Background: an optimization exercise with open tools, aiming at small area. Do not read the settings as production practice. Where RTL was checked, it was by simulation tests only, not by an equivalence proof against the original. For runs 2 and 3, only the layout was checked, not whether the RTL still works.

## flow/design.v (module list and top-level ports; edited modules follow where they fit)
// module processing_element: 983 lines
// module pe_fa: 4 lines
// module pe_ha: 4 lines
// module pe_inv16: 3 lines
module processing_element (
    input clk, reset,
    input [15:0] in_a, in_b,
    output reg [15:0] out_a, out_b,
    output reg [31:0] acc
);
  // ...
==> flow/flow/run.sh <==
#!/bin/bash
# Standard ORFS layout, with smaller port buffers, synthesis buffers removed
# at floorplan, and a clock tree of small buffers without dummy loads.
set -euo pipefail
export BUFFER_PORTS_ARGS="-buffer_cell sky130_fd_sc_hd__buf_1"
export REMOVE_ABC_BUFFERS=1
export CTS_ARGS="-sink_clustering_enable -repair_clock_nets -dont_use_dummy_load -buf_list sky130_fd_sc_hd__clkbuf_4 -sink_clustering_size 8 -sink_clustering_max_diameter 60"
bash standard.sh > flow_make.log 2>&1
==> flow/standard.sh <==
#!/bin/bash
# synth_recipe.tcl (not shown) runs the flow's synth.tcl, then flattens the netlist and writes it again
# the make line also repeats each setting of config.mk as NAME=value (left out here)
make -C /OpenROAD-flow-scripts/flow DESIGN_CONFIG=/design/flow/config.mk WORK_HOME=/design/flow/orfs CLKGATE_MAP_FILE= SYNTH_SCRIPT=/design/flow/synth_recipe.tcl "${@:-finish}"
==> flow/config.mk <==
export PLATFORM = sky130hd
export DESIGN_NAME = processing_element
export DESIGN_NICKNAME = processing_element
export VERILOG_FILES = /design/flow/design.v
export SDC_FILE = /design/flow/constraint.sdc
export NUM_CORES = 4
export LEC_CHECK = 0
export CAP_MARGIN = 0
export CORE_MARGIN = 2
export CORE_UTILIZATION = 40
export GPL_TIMING_DRIVEN = 0
export SLEW_MARGIN = 0
export SYNTH_HIERARCHICAL = 1
==> flow/constraint.sdc <==
create_clock -name core_clock -period 8.0 [get_ports {clk}]
set_input_delay 1.6000 -clock core_clock [delete_from_list [all_inputs] [get_ports {clk}]]
set_output_delay 1.6000 -clock core_clock [all_outputs]
set_load 0.01 [all_outputs]
==> flow_summary.yaml, run 1 <==
layout:
  largest_registers: "acc x32, out_a x16, out_b x16"
  regArea_mm2: 0.001602
  syn2layout_area_growth_pct: 6.216
  nNonClkBuffers: 97
  design_area_mm2: 0.009236
place:
  dp_slack_ps: 511.5
cts:
  insertion_delay_ps: 460
  cts_root_buf: "clkbuf_4"
drt:
  met2_length_um: 11180
  route.met3.wl_um: 1536
  ant_nets: 0
logic_synthesis:
  synth_edf_count: 0
  synth_top_area_share_pct: 52.95
  ys_ff_latch: 64
sta:
  fin_crit_ps: 7141
setup_path:
  cp_slowest_cell: "inv_1"
  cp-endpoint: "acc[24]$_DFF_PP0_"
  crit_path_frequent_cell: "fa_1"
  r2r_end: "acc[24]$_DFF_PP0_"
status:
  outcome: "finished clean"
floorplan:
  dieWidth_um: 151.4
grt:
  use_met1_pct: 28.02
  top_usage_layer: "met2"
==> run 2: changes to the inputs <==
--- a/flow/design.v
+++ b/flow/design.v
@@ -802,181 +802,235 @@
   wire g536, p537;
   pe_ha u_p537 (.a(c472), .b(s473), .s(p537), .co(g536));
   wire g538, p539;
   pe_ha u_p539 (.a(c474), .b(s475), .s(p539), .co(g538));
   wire g540, p541;
   pe_ha u_p541 (.a(c476), .b(s477), .s(p541), .co(g540));
   wire g542, p543;
   pe_ha u_p543 (.a(c478), .b(s479), .s(p543), .co(g542));
-  wire G544 = g498 | (p499 & g496);
-  wire P545 = p499 & p497;
-  wire G546 = g502 | (p503 & g500);
-  wire P547 = p503 & p501;
-  wire G548 = g506 | (p507 & g504);
-  wire P549 = p507 & p505;
-  wire G550 = g510 | (p511 & g508);
-  wire P551 = p511 & p509;
-  wire G552 = g514 | (p515 & g512);
-  wire P553 = p515 & p513;
-  wire G554 = g518 | (p519 & g516);
-  wire P555 = p519 & p517;
-  wire G556 = g522 | (p523 & g520);
-  wire P557 = p523 & p521;
-  wire G558 = g526 | (p527 & g524);
-  wire P559 = p527 & p525;
-  wire G560 = g530 | (p531 & g528);
-  wire P561 = p531 & p529;
-  wire G562 = g534 | (p535 & g532);
-  wire P563 = p535 & p533;
-  wire G564 = g538 | (p539 & g536);
-  wire P565 = p539 & p537;
-  wire G566 = g542 | (p543 & g540);
-  wire P567 = p543 & p541;
-  wire G568 = G546 | (P547 & G544);
-  wire P569 = P547 & P545;
-  wire G570 = G550 | (P551 & G548);
-  wire P571 = P551 & P549;
-  wire G572 = G554 | (P555 & G552);
-  wire P573 = P555 & P553;
-  wire G574 = G558 | (P559 & G556);
-  wire P575 = P559 & P557;
-  wire G576 = G562 | (P563 & G560);
-  wire P577 = P563 & P561;
-  wire G578 = G566 | (P567 & G564);
-  wire P579 = P567 & P565;
-  wire G580 = G570 | (P571 & G568);
-  wire P581 = P571 & P569;
-  wire G582 = G574 | (P575 & G572);
-  wire P583 = P575 & P573;
-  wire G584 = G578 | (P579 & G576);
-  wire P585 = P579 & P577;
-  wire G586 = G582 | (P583 & G580);
-  wire P587 = P583 & P581;
-  wire G588 = G584 | (P585 & G586);
-  wire P589 = P585 & P587;
-  wire G590 = G572 | (P573 & G580);
-  wire P591 = P573 & P581;
-  wire G592 = G576 | (P577 & G586);
-  wire P593 = P577 & P587;
-  wire G594 = G548 | (P549 & G568);
-  wire P595 = P549 & P569;
-  wire G596 = G552 | (P553 & G580);
-  wire P597 = P553 & P581;
-  wire G598 = G556 | (P557 & G590);
-  wire P599 = P557 & P591;
-  wire G600 = G560 | (P561 & G586);
-  wire P601 = P561 & P587;
-  wire G602 = G564 | (P565 & G592);
-  wire P603 = P565 & P593;
-  wire G604 = g500 | (p501 & G544);
-  wire P605 = p501 & P545;
-  wire G606 = g504 | (p505 & G568);
-  wire P607 = p505 & P569;
-  wire G608 = g508 | (p509 & G594);
-  wire P609 = p509 & P595;
-  wire G610 = g512 | (p513 & G580);
-  wire P611 = p513 & P581;
-  wire G612 = g516 | (p517 & G596);
-  wire P613 = p517 & P597;
-  wire G614 = g520 | (p521 & G590);
-  wire P615 = p521 & P591;
-  wire G616 = g524 | (p525 & G598);
-  wire P617 = p525 & P599;
-  wire G618 = g528 | (p529 & G586);
-  wire P619 = p529 & P587;
-  wire G620 = g532 | (p533 & G600);
-  wire P621 = p533 & P601;
-  wire G622 = g536 | (p537 & G592);
-  wire P623 = p537 & P593;
-  wire G624 = g540 | (p541 & G602);
-  wire P625 = p541 & P603;
-  wire G626 = g496 | (p497 & c495);
-  wire G627 = G544 | (P545 & c495);
-  wire G628 = G604 | (P605 & c495);
-  wire G629 = G568 | (P569 & c495);
-  wire G630 = G606 | (P607 & c495);
-  wire G631 = G594 | (P595 & c495);
-  wire G632 = G608 | (P609 & c495);
-  wire G633 = G580 | (P581 & c495);
-  wire G634 = G610 | (P611 & c495);
-  wire G635 = G596 | (P597 & c495);
-  wire G636 = G612 | (P613 & c495);
-  wire G637 = G590 | (P591 & c495);
-  wire G638 = G614 | (P615 & c495);
-  wire G639 = G598 | (P599 & c495);
-  wire G640 = G616 | (P617 & c495);
-  wire G641 = G586 | (P587 & c495);
-  wire G642 = G618 | (P619 & c495);
-  wire G643 = G600 | (P601 & c495);
-  wire G644 = G620 | (P621 & c495);
-  wire G645 = G592 | (P593 & c495);
-  wire G646 = G622 | (P623 & c495);
-  wire G647 = G602 | (P603 & c495);
-  wire G648 = G624 | (P625 & c495);
-  wire G649 = G588 | (P589 & c495);
-  wire o650 = p497 ^ c495;
-  wire o651 = p499 ^ G626;
-  wire o652 = p501 ^ G627;
-  wire o653 = p503 ^ G628;
-  wire o654 = p505 ^ G629;
-  wire o655 = p507 ^ G630;
-  wire o656 = p509 ^ G631;
-  wire o657 = p511 ^ G632;
-  wire o658 = p513 ^ G633;
-  wire o659 = p515 ^ G634;
-  wire o660 = p517 ^ G635;
-  wire o661 = p519 ^ G636;
-  wire o662 = p521 ^ G637;
-  wire o663 = p523 ^ G638;
-  wire o664 = p525 ^ G639;
-  wire o665 = p527 ^ G640;
-  wire o666 = p529 ^ G641;
-  wire o667 = p531 ^ G642;
-  wire o668 = p533 ^ G643;
-  wire o669 = p535 ^ G644;
-  wire o670 = p537 ^ G645;
-  wire o671 = p539 ^ G646;
-  wire o672 = p541 ^ G647;
-  wire o673 = p543 ^ G648;
-  wire s674;
-  assign s674 = s481 ^ G649;
+  wire n544;
+  pe_aoi21 u_n544 (.a1(p497), .a2(c495), .b1(g496), .y(n544));
+  wire n545;
+  pe_aoi21 u_n545 (.a1(p501), .a2(g498), .b1(g500), .y(n545));
+  wire n546;
+  pe_nand2 u_n546 (.a(p501), .b(p499), .y(n546));
+  wire n547;
+  pe_aoi21 u_n547 (.a1(p505), .a2(g502), .b1(g504), .y(n547));
+  wire n548;
+  pe_nand2 u_n548 (.a(p505), .b(p503), .y(n548));
+  wire n549;
+  pe_aoi21 u_n549 (.a1(p509), .a2(g506), .b1(g508), .y(n549));
+  wire n550;
+  pe_nand2 u_n550 (.a(p509), .b(p507), .y(n550));
+  wire n551;
+  pe_aoi21 u_n551 (.a1(p513), .a2(g510), .b1(g512), .y(n551));
+  wire n552;
+  pe_nand2 u_n552 (.a(p513), .b(p511), .y(n552));
+  wire n553;
+  pe_aoi21 u_n553 (.a1(p517), .a2(g514), .b1(g516), .y(n553));
+  wire n554;
+  pe_nand2 u_n554 (.a(p517), .b(p515), .y(n554));
+  wire n555;
+  pe_aoi21 u_n555 (.a1(p521), .a2(g518), .b1(g520), .y(n555));
+  wire n556;
+  pe_nand2 u_n556 (.a(p521), .b(p519), .y(n556));
+  wire n557;
+  pe_aoi21 u_n557 (.a1(p525), .a2(g522), .b1(g524), .y(n557));
+  wire n558;
+  pe_nand2 u_n558 (.a(p525), .b(p523), .y(n558));
+  wire n559;
+  pe_aoi21 u_n559 (.a1(p529), .a2(g526), .b1(g528), .y(n559));
+  wire n560;
+  pe_nand2 u_n560 (.a(p529), .b(p527), .y(n560));
+  wire n561;
+  pe_aoi21 u_n561 (.a1(p533), .a2(g530), .b1(g532), .y(n561));
+  wire n562;
+  pe_nand2 u_n562 (.a(p533), .b(p531), .y(n562));
+  wire n563;
+  pe_aoi21 u_n563 (.a1(p537), .a2(g534), .b1(g536), .y(n563));
+  wire n564;
+  pe_nand2 u_n564 (.a(p537), .b(p535), .y(n564));
+  wire n565;
+  pe_aoi21 u_n565 (.a1(p541), .a2(g538), .b1(g540), .y(n565));
+  wire n566;
+  pe_nand2 u_n566 (.a(p541), .b(p539), .y(n566));
+  wire n567;
+  pe_oai21 u_n567 (.a1(n546), .a2(n544), .b1(n545), .y(n567));
+  wire n568;
+  pe_oai21 u_n568 (.a1(n550), .a2(n547), .b1(n549), .y(n568));
+  wire n569;
+  pe_nor2 u_n569 (.a(n550), .b(n548), .y(n569));
+  wire n570;
+  pe_oai21 u_n570 (.a1(n554), .a2(n551), .b1(n553), .y(n570));
+  wire n571;
+  pe_nor2 u_n571 (.a(n554), .b(n552), .y(n571));
+  wire n572;
+  pe_oai21 u_n572 (.a1(n558), .a2(n555), .b1(n557), .y(n572));
+  wire n573;
+  pe_nor2 u_n573 (.a(n558), .b(n556), .y(n573));
+  wire n574;
+  pe_oai21 u_n574 (.a1(n562), .a2(n559), .b1(n561), .y(n574));
+  wire n575;
+  pe_nor2 u_n575 (.a(n562), .b(n560), .y(n575));
+  wire n576;
+  pe_oai21 u_n576 (.a1(n566), .a2(n563), .b1(n565), .y(n576));
+  wire n577;
+  pe_nor2 u_n577 (.a(n566), .b(n564), .y(n577));
+  wire n578;
+  pe_aoi21 u_n578 (.a1(n569), .a2(n567), .b1(n568), .y(n578));
+  wire n579;
+  pe_aoi21 u_n579 (.a1(n573), .a2(n570), .b1(n572), .y(n579));
+  wire n580;
+  pe_nand2 u_n580 (.a(n573), .b(n571), .y(n580));
+  wire n581;
+  pe_aoi21 u_n581 (.a1(n577), .a2(n574), .b1(n576), .y(n581));
+  wire n582;
+  pe_nand2 u_n582 (.a(n577), .b(n575), .y(n582));
+  wire n583;
+  pe_oai21 u_n583 (.a1(n580), .a2(n578), .b1(n579), .y(n583));
+  wire n584;
+  pe_inv u_n584 (.a(n583), .y(n584));
+  wire n585;
+  pe_oai21 u_n585 (.a1(n582), .a2(n584), .b1(n581), .y(n585));
+  wire n586;
+  pe_inv u_n586 (.a(n578), .y(n586));
+  wire n587;
+  pe_aoi21 u_n587 (.a1(n571), .a2(n586), .b1(n570), .y(n587));
+  wire n588;
+  pe_aoi21 u_n588 (.a1(n575), .a2(n583), .b1(n574), .y(n588));
+  wire n589;
+  pe_inv u_n589 (.a(n567), .y(n589));
+  wire n590;
+  pe_oai21 u_n590 (.a1(n548), .a2(n589), .b1(n547), .y(n590));
+  wire n591;
+  pe_oai21 u_n591 (.a1(n552), .a2(n578), .b1(n551), .y(n591));
+  wire n592;
+  pe_oai21 u_n592 (.a1(n556), .a2(n587), .b1(n555), .y(n592));
+  wire n593;
+  pe_inv u_n593 (.a(n583), .y(n593));
+  wire n594;
+  pe_oai21 u_n594 (.a1(n560), .a2(n593), .b1(n559), .y(n594));
+  wire n595;
+  pe_oai21 u_n595 (.a1(n564), .a2(n588), .b1(n563), .y(n595));
+  wire n596;
+  pe_inv u_n596 (.a(n544), .y(n596));
+  wire n597;
+  pe_aoi21 u_n597 (.a1(p499), .a2(n596), .b1(g498), .y(n597));
+  wire n598;
+  pe_aoi21 u_n598 (.a1(p503), .a2(n567), .b1(g502), .y(n598));
+  wire n599;
+  pe_aoi21 u_n599 (.a1(p507), .a2(n590), .b1(g506), .y(n599));
+  wire n600;
+  pe_inv u_n600 (.a(n578), .y(n600));
+  wire n601;
+  pe_aoi21 u_n601 (.a1(p511), .a2(n600), .b1(g510), .y(n601));
+  wire n602;
+  pe_aoi21 u_n602 (.a1(p515), .a2(n591), .b1(g514), .y(n602));
+  wire n603;
+  pe_inv u_n603 (.a(n587), .y(n603));
+  wire n604;
+  pe_aoi21 u_n604 (.a1(p519), .a2(n603), .b1(g518), .y(n604));
+  wire n605;
+  pe_aoi21 u_n605 (.a1(p523), .a2(n592), .b1(g522), .y(n605));
+  wire n606;
+  pe_aoi21 u_n606 (.a1(p527), .a2(n583), .b1(g526), .y(n606));
+  wire n607;
+  pe_aoi21 u_n607 (.a1(p531), .a2(n594), .b1(g530), .y(n607));
+  wire n608;
+  pe_inv u_n608 (.a(n588), .y(n608));
+  wire n609;
+  pe_aoi21 u_n609 (.a1(p535), .a2(n608), .b1(g534), .y(n609));
+  wire n610;
+  pe_aoi21 u_n610 (.a1(p539), .a2(n595), .b1(g538), .y(n610));
+  wire n611;
+  pe_aoi21 u_n611 (.a1(p543), .a2(n585), .b1(g542), .y(n611));
+  wire n612;
+  pe_xor2 u_n612 (.a(p497), .b(c495), .y(n612));
+  wire n613;
+  pe_xnor2 u_n613 (.a(p499), .b(n544), .y(n613));
+  wire n614;
+  pe_xnor2 u_n614 (.a(p501), .b(n597), .y(n614));
+  wire n615;
+  pe_xor2 u_n615 (.a(p503), .b(n567), .y(n615));
+  wire n616;
+  pe_xnor2 u_n616 (.a(p505), .b(n598), .y(n616));
+  wire n617;
+  pe_xor2 u_n617 (.a(p507), .b(n590), .y(n617));
+  wire n618;
+  pe_xnor2 u_n618 (.a(p509), .b(n599), .y(n618));
+  wire n619;
+  pe_xnor2 u_n619 (.a(p511), .b(n578), .y(n619));
+  wire n620;
+  pe_xnor2 u_n620 (.a(p513), .b(n601), .y(n620));
+  wire n621;
+  pe_xor2 u_n621 (.a(p515), .b(n591), .y(n621));
+  wire n622;
+  pe_xnor2 u_n622 (.a(p517), .b(n602), .y(n622));
+  wire n623;
+  pe_xnor2 u_n623 (.a(p519), .b(n587), .y(n623));
+  wire n624;
+  pe_xnor2 u_n624 (.a(p521), .b(n604), .y(n624));
+  wire n625;
+  pe_xor2 u_n625 (.a(p523), .b(n592), .y(n625));
+  wire n626;
+  pe_xnor2 u_n626 (.a(p525), .b(n605), .y(n626));
+  wire n627;
+  pe_xor2 u_n627 (.a(p527), .b(n583), .y(n627));
+  wire n628;
+  pe_xnor2 u_n628 (.a(p529), .b(n606), .y(n628));
+  wire n629;
+  pe_xor2 u_n629 (.a(p531), .b(n594), .y(n629));
+  wire n630;
+  pe_xnor2 u_n630 (.a(p533), .b(n607), .y(n630));
+  wire n631;
+  pe_xnor2 u_n631 (.a(p535), .b(n588), .y(n631));
+  wire n632;
+  pe_xnor2 u_n632 (.a(p537), .b(n609), .y(n632));
+  wire n633;
+  pe_xor2 u_n633 (.a(p539), .b(n595), .y(n633));
+  wire n634;
+  pe_xnor2 u_n634 (.a(p541), .b(n610), .y(n634));
+  wire n635;
+  pe_xor2 u_n635 (.a(p543), .b(n585), .y(n635));
+  wire n636;
+  pe_xnor2 u_n636 (.a(s481), .b(n611), .y(n636));
   wire [31:0] nxt;
   assign nxt[0] = s482;
   assign nxt[1] = s484;
   assign nxt[2] = s486;
   assign nxt[3] = s488;
   assign nxt[4] = s490;
   assign nxt[5] = s492;
   assign nxt[6] = s494;
-  assign nxt[7] = o650;
-  assign nxt[8] = o651;
-  assign nxt[9] = o652;
-  assign nxt[10] = o653;
-  assign nxt[11] = o654;
-  assign nxt[12] = o655;
-  assign nxt[13] = o656;
-  assign nxt[14] = o657;
-  assign nxt[15] = o658;
-  assign nxt[16] = o659;
-  assign nxt[17] = o660;
-  assign nxt[18] = o661;
-  assign nxt[19] = o662;
-  assign nxt[20] = o663;
-  assign nxt[21] = o664;
-  assign nxt[22] = o665;
-  assign nxt[23] = o666;
-  assign nxt[24] = o667;
-  assign nxt[25] = o668;
-  assign nxt[26] = o669;
-  assign nxt[27] = o670;
-  assign nxt[28] = o671;
-  assign nxt[29] = o672;
-  assign nxt[30] = o673;
-  assign nxt[31] = s674;
+  assign nxt[7] = n612;
+  assign nxt[8] = n613;
+  assign nxt[9] = n614;
+  assign nxt[10] = n615;
+  assign nxt[11] = n616;
+  assign nxt[12] = n617;
+  assign nxt[13] = n618;
+  assign nxt[14] = n619;
+  assign nxt[15] = n620;
+  assign nxt[16] = n621;
+  assign nxt[17] = n622;
+  assign nxt[18] = n623;
+  assign nxt[19] = n624;
+  assign nxt[20] = n625;
+  assign nxt[21] = n626;
+  assign nxt[22] = n627;
+  assign nxt[23] = n628;
+  assign nxt[24] = n629;
+  assign nxt[25] = n630;
+  assign nxt[26] = n631;
+  assign nxt[27] = n632;
+  assign nxt[28] = n633;
+  assign nxt[29] = n634;
+  assign nxt[30] = n635;
+  assign nxt[31] = n636;
   always @(posedge clk or posedge reset) begin
     if (reset) begin
       acc <= 32'b0; out_a <= 16'b0; out_b <= 16'b0;
     end else begin
       acc <= nxt;
       out_a <= in_a; out_b <= in_b;
     end
   end
@@ -987,8 +1041,29 @@
 endmodule
 module pe_ha (input a, b, output s, co);
   assign s = a ^ b;
   assign co = a & b;
 endmodule
 module pe_inv16 (input [15:0] a, output [15:0] y);
   assign y = ~a;
 endmodule
+module pe_inv (input a, output y);
+  assign y = ~a;
+endmodule
+module pe_aoi21 (input a1, a2, b1, output y);
+  assign y = ~((a1 & a2) | b1);
+endmodule
+module pe_oai21 (input a1, a2, b1, output y);
+  assign y = ~((a1 | a2) & b1);
+endmodule
+module pe_nand2 (input a, b, output y);
+  assign y = ~(a & b);
+endmodule
+module pe_nor2 (input a, b, output y);
+  assign y = ~(a | b);
+endmodule
+module pe_xor2 (input a, b, output y);
+  assign y = a ^ b;
+endmodule
+module pe_xnor2 (input a, b, output y);
+  assign y = ~(a ^ b);
+endmodule
==> flow/flow/run.sh (replaced) <==
#!/bin/bash
# Standard ORFS layout, with smaller port buffers, synthesis buffers removed
# at floorplan, and a clock tree of small buffers without dummy loads.
set -euo pipefail
export BUFFER_PORTS_ARGS="-buffer_cell sky130_fd_sc_hd__buf_1"
export REMOVE_ABC_BUFFERS=1
export CTS_ARGS="-sink_clustering_enable -repair_clock_nets -dont_use_dummy_load -buf_list sky130_fd_sc_hd__clkbuf_8"
bash standard.sh > flow_make.log 2>&1
==> flow_summary.yaml, run 2 <==
drt:
  ant_nets: 0
  routed_wl_um: 22220
  viasPerCell: 5.182
  drc: 0
  first_pass_iters: 5
  drt_iter0_drc: 211
  vias: 5747
  wire_per_inst_um: 20.03
place:
  io_buffer_count: 97
  gp_congestion: 0.8037
  placed_cells: 1100
  dp_hpwl_um: 16470
  dp_slack_ps: 641.6
sta:
  clock.fmax_mhz: 142.5
  fin_crit_sh_pct: 87.70
  finalSetupViolCount: 0
  tightest_slew_ps: 841.5
  hold_viol_final: 0
  setup_tns_ps: 0
  fin_crit_ps: 7016
  fin_skew_ps: 16.74
  slew_violations: 0
  fin_ws_ps: 983.9
  rsz0062_at_grt: "false"
  relSlewSlack_pct: 43.84
status:
  outcome: "finished clean"
setup_path:
  ff2ff_path_depth: 15
  rr_startpoint: "acc[15]$_DFF_PP0_"
  crit_required_ps: 8290
  crit_arrival_ps: 7300
  cp-end-kind: "flop"
  criticalPathCategory: "primary input to flop"
  worstPathMaxFanout: 16
  startpoint_type: "primary input"
  setup.worst_path.start: "in_b[7]"
  r2r_slack_ps: 2670
min_path:
  min_from: "acc[0]$_DFF_PP0_"
  hold_path_depth: 1
  min_path_type: "flop to flop"
cts:
  path_clk_slew_ps: 80
  htree_levels: 3
  holdBufCountCts: 0
  cts_buffers: 9
  cts_root_buf: "clkbuf_8"
  insertion_delay_ps: 370
  cts_tree: "done"
  cts_resized: 0
  cts_sinks: 64
  cts_buffer_depth: 2
  post-cts-setup-buffer-count: 0
layout:
  mostFrequentLayoutCells: "nor2_1, fa_1, buf_1, dfrtp_1, ha_1"
  largest_registers: "acc x32, out_a x16, out_b x16"
  finalNonFillerCells: 1109
  fin_util_pct: 41.27
  fillers: 2196
  nNetsFinal: 1131
  final_common_cell: "nor2_1"
  syn2layout_area_growth_pct: 1.610
  top_register: "acc"
  largest_register_ffs: 32
  antenna_cells: 0
  drive_gt1_share_pct: 5.704
logic_synthesis:
  synth_top_area_share_pct: 50.23
  ys_seq_area_share_pct: 17.47
  yosysMostFrequentCell: "nor2_1"
  async_flop_share_pct: 100.0
  yosys.area.top_type: "fa_1"
  synthCells: 782
  netlist_top_cells_count: "nor2_1, fa_1, dfrtp_1"
  synthTopCellsByArea: "fa_1, dfrtp_1, nor2_1"
  ys_ff_latch: 64
  yosysWarnings: 7
  syn_avg_cell_area_um2: 11.72
  netlist_area_mm2: 0.009168
  synth_ff_type: "dfrtp_1"
  yosysUniqueCellTypes: 15
  synth_edf_count: 0
floorplan:
  chipHeight_um: 155.4
  initial_core_util_pct: 40.62
  core_region_area_mm2: 0.02257
  dieWidth_um: 155.4
  fp-row-count: 55
  die_area_mm2: 0.02415
  ios: 98
grt:
  grt-ovfl-total: 0
  grt_max_degree: 65
  track_usage_pct: 20.26
  grt_first_pass_wirelength_um: 36550
  antenna_found_initial: 0
  grt_pass1_vias: 6574
run:
  drv_cap: 0
==> run 2: layer usage <==
layer / track usage [%] / part of all wire (%)
met3: 2.841 / 5.0
met5: 0 / 0
met2: 34.87 / 51
met1: 26.55 / 41
met4: 6.684 / 2.6
==> run 2: per-module statistics from Yosys (local to each module, per instance) <==
| module | flops+latches | cells | times used | cell area (um2) |
|---|---|---|---|---|
| pe_nand2 | 0 | 1 | 13 | 3.754 |
| pe_xnor2 | 0 | 1 | 16 | 8.758 |
| pe_nor2 | 0 | 1 | 5 | 3.754 |
| pe_fa | 0 | 1 | 230 | 20.02 |
| pe_inv | 0 | 1 | 8 | 3.754 |
| pe_oai21 | 0 | 1 | 13 | 5.005 |
| processing_element | 64 | 386 | 1 | 3294 |
| pe_xor2 | 0 | 1 | 9 | 8.758 |
| pe_ha | 0 | 1 | 41 | 12.51 |
| pe_aoi21 | 0 | 1 | 29 | 8.758 |
| pe_inv16 | 0 | 16 | 2 | 60.06 |
==> run 2: path summary, 6_finish.rpt <==
kind	to
setup / recovery	acc[29]$_DFF_PP0_
hold / removal	acc[0]$_DFF_PP0_
setup reg to reg	acc[29]$_DFF_PP0_
hold reg to reg	acc[0]$_DFF_PP0_
max in group asynchronous	acc[25]$_DFF_PP0_
min in group asynchronous	out_b[12]$_DFF_PP0_
==> run 2: cell families after synthesis <==
logic type / synth area share (%)
simple gates: 11.44
fa+ha+maj: 55.82
buf+inv: 9.308
flops: 17.47
compound gates: 3.480
xor+xnor: 2.484
==> run 2: layout make-up <==
class	count	area, um2	area share, %
inverter	41	156.4	1.679
timing repair buffer	97	364.1	3.909
clock buffer	9	123.9	1.330
multi-input combinational	613	6713	72.06
sequential	64	1602	17.19
tap	285	356.6	3.828
==> run 2: worst max-delay path, stage by stage <==
cell and delay (ps):
buf_1 140, inv_1 570, nor2_1 160, fa_1 480, fa_1 550, fa_1 430, fa_1 420, fa_1 510
fa_1 410, ha_1 370, nand2_1 90, nor2_1 230, nand2_1 80, o21ai_1 560, a21oi_2 170, o21ai_1 260
a21oi_2 90, xnor2_1 170
==> run 2: per-stage QoR <==
stage               hold WS, ps  instance area (um2)
floorplan                 532.3                 8468
global placement          479.7                 9189
detailed placement        489.1                 9191
CTS                       508.8                 9315
global route              539.1                 9315
finish                    513.5                 9315
==> run 3: changes to the inputs <==
--- a/flow/flow/run.sh
+++ b/flow/flow/run.sh
@@ -5,4 +5,5 @@
 export BUFFER_PORTS_ARGS="-buffer_cell sky130_fd_sc_hd__buf_1"
 export REMOVE_ABC_BUFFERS=1
+export RECOVER_POWER=100
 export CTS_ARGS="-sink_clustering_enable -repair_clock_nets -dont_use_dummy_load -buf_list sky130_fd_sc_hd__clkbuf_8"
 bash standard.sh > flow_make.log 2>&1
==> flow_summary.yaml, run 3 <==
floorplan:
  die_area_mm2: 0.02415
  core_region_area_mm2: 0.02257
  fp-row-count: 55
  chipHeight_um: 155.4
  initial_core_util_pct: 40.62
  ios: 98
  dieWidth_um: 155.4
cts:
  htree_levels: 3
  cts_root_buf: "clkbuf_8"
  cts_sinks: 64
  insertion_delay_ps: 370
  cts_buffers: 9
  post-cts-setup-buffer-count: 0
  holdBufCountCts: 0
  path_clk_slew_ps: 80
  cts_resized: 0
  cts_buffer_depth: 2
  cts_tree: "done"
setup_path:
  crit_chain: "buf_1 -> inv_1 -> nor2_1 -> fa_1 -> fa_1 -> fa_1 -> fa_1 -> fa_1 -> fa_1 -> a21oi_1 -> o21ai_0 -> a21oi_1 -> o21ai_1 -> a21oi_1 -> o21ai_1 -> a21oi_2 -> xnor2_1"
  criticalPathCategory: "primary input to flop"
  cp-end-kind: "flop"
  startpoint_type: "primary input"
  worstPathMaxFanout: 16
  cp_slowest_cell: "a21oi_1"
  slowest_delay_ps: 610
  crit_required_ps: 8280
  path_buf_inv: 2
  crit_path_frequent_cell: "fa_1"
  crit_arrival_ps: 7540
  crit_family: "adder cells"
run:
  drv_cap: 1
place:
  io_buffer_count: 97
  gp_congestion: 0.8037
  dp_hpwl_um: 16470
grt:
  met2_usage_pct: 34.87
  grt_pass1_vias: 6574
  use_met1_pct: 26.55
  grt_first_pass_wirelength_um: 36550
  grt_util_met3_pct: 2.841
  grt_max_degree: 65
  antenna_found_initial: 0
  track_usage_pct: 20.26
  grt-ovfl-total: 0
  top_usage_layer: "met2"
sta:
  hold_viol_final: 0
  holdWs_ps: 508.0
  fin_crit_sh_pct: 90.72
  slew_violations: 65
  fin_crit_ps: 7257
  finalSetupViolCount: 0
  setup_tns_ps: 0
  tightest_slew_ps: 2904
  relSlewSlack_pct: -94.66
  clock.fmax_mhz: 137.8
  rsz0062_at_grt: "false"
  fin_skew_ps: 17.92
logic_synthesis:
  ys_seq_area_share_pct: 17.47
  yosysMostFrequentCell: "nor2_1"
  yosysWarnings: 7
  yosys.area.top_type: "fa_1"
  netlist_area_mm2: 0.009168
  synth_edf_count: 0
  async_flop_share_pct: 100.0
  synth_top_area_share_pct: 50.23
  netlist_top_cells_count: "nor2_1, fa_1, dfrtp_1"
  synthCells: 782
  ys_ff_latch: 64
  synthTopCellsByArea: "fa_1, dfrtp_1, nor2_1"
  synth_ff_type: "dfrtp_1"
  syn_avg_cell_area_um2: 11.72
  yosysUniqueCellTypes: 15
drt:
  drc: 0
  drt_iter0_drc: 239
  routed_wl_um: 22100
  first_pass_iters: 4
  vias: 5732
  viasPerCell: 5.169
  wire_per_inst_um: 19.93
  ant_nets: 0
layout:
  mostFrequentLayoutCells: "nor2_1, fa_1, buf_1, dfrtp_1, ha_1"
  largest_registers: "acc x32, out_a x16, out_b x16"
  antenna_cells: 0
  final_common_cell: "nor2_1"
  top_register: "acc"
  largest_register_ffs: 32
  syn2layout_area_growth_pct: 1.242
  drive_gt1_share_pct: 4.612
  nNetsFinal: 1131
min_path:
  min_path_type: "flop to flop"
status:
  outcome: "complete, but fails checks"
  failed_checks: "capacitance limit, slew limit"
run 3: per-stage QoR:
stage                     setup WS [ps]  cell area, um2  std cells  util, %
after detailed placement          641.6            9191       1100    40.72
after CTS                          1025            9315       1109    41.27
after global placement            649.8            9189       1100    40.71
final                             742.8            9281       1109    41.12
after floorplan                    1695            8468        718        -
after global routing              366.2            9281       1109    41.12
run 3: Yosys stat by module (local to each module, per instance), a selection:
module              copies in the design  area (um2)  flops+latches
processing_element                     1        3294             64
pe_ha                                 41       12.51              0
pe_xnor2                              16       8.758              0
pe_oai21                              13       5.005              0
pe_nand2                              13       3.754              0
pe_inv                                 8       3.754              0
run 3: worst paths after layout:
check / startpoint / to / slack (ps) / depth (start not counted)
setup / recovery: in_b[2] / acc[29]$_DFF_PP0_ / 740 / 17
hold / removal: acc[0]$_DFF_PP0_ / acc[0]$_DFF_PP0_ / 510 / 1
setup reg to reg: acc[1]$_DFF_PP0_ / acc[29]$_DFF_PP0_ / 2270 / 15
hold reg to reg: acc[0]$_DFF_PP0_ / acc[0]$_DFF_PP0_ / 510 / 1
max in group asynchronous: reset / acc[25]$_DFF_PP0_ / 4670 / 2
min in group asynchronous: reset / out_b[12]$_DFF_PP0_ / 2040 / 2
run 3: cell type report:
class	count	area [um2]
Multi-Input combinational cell	613	6680
Fill cell	2207	13290
Clock buffer	9	123.9
Timing Repair Buffer	97	364.1
Sequential cell	64	1602
Tap cell	285	356.6
Inverter	41	155.1
run 3: routing by layer:
layer	vias up	wire length (um)
li1	2420	-
met1	3086	8995
met2	184	11340
met3	42	1141
met4	0	622
met5	-	0
run 3: kinds of logic (layout without fill, tap and decap cells):
group	after synthesis	count (layout)	share of synthesized area, %
adder cells (fa/ha/maj)	271	271	55.82
flip-flops	64	64	17.47
AO/OA/AOI/OAI	42	42	3.480
buffers and inverters	105	147	9.308
XOR/XNOR	26	26	2.484
AND/OR/NAND/NOR	274	274	11.44
run 3: worst register-to-register path, delay by kind of cell, from the launching register on:
family	cells	cell delay [ps]
fa+ha+maj	7	2820
flops	1	390
xor+xnor	1	130
compound gates	7	2310

[afterwards: timing with drivers on the ports]
Ports are ideal in the flow. The routed layouts listed here were re-timed in OpenROAD.
Step 1 assumes that a clkbuf_16 drives the clock port and a buf_2 every other input.
Step 2 moves the port delays by t, midway between the first and last clock arrival at a register: inputs arrive t later, outputs are due t later. That takes back most of the time a late clock gives input paths.
a / b / c = ideal ports / drivers / drivers and shift; a / b = the first two.
run | shift t [ns] | slack for setup (ns) | worst hold slack (ns) | worst slew at a driven data input, ns | pins driven straight from the clock port
run 1 | 0.486 | 0.859 / 0.877 / 0.391 | 0.537 / 0.537 / 0.537 | 0.04 | 1
run 2 | 0.404 | 0.984 / 1.004 / 0.600 | 0.514 / 0.514 / 0.514 | 0.06 | 1
run 3 | 0.401 | 0.743 / 0.756 / 0.355 | 0.508 / 0.508 / 0.508 | 0.06 | 1
For run 1, which loses most, drivers alone change the setup slack by +0.018 ns; drivers and shift together by -0.468 ns.
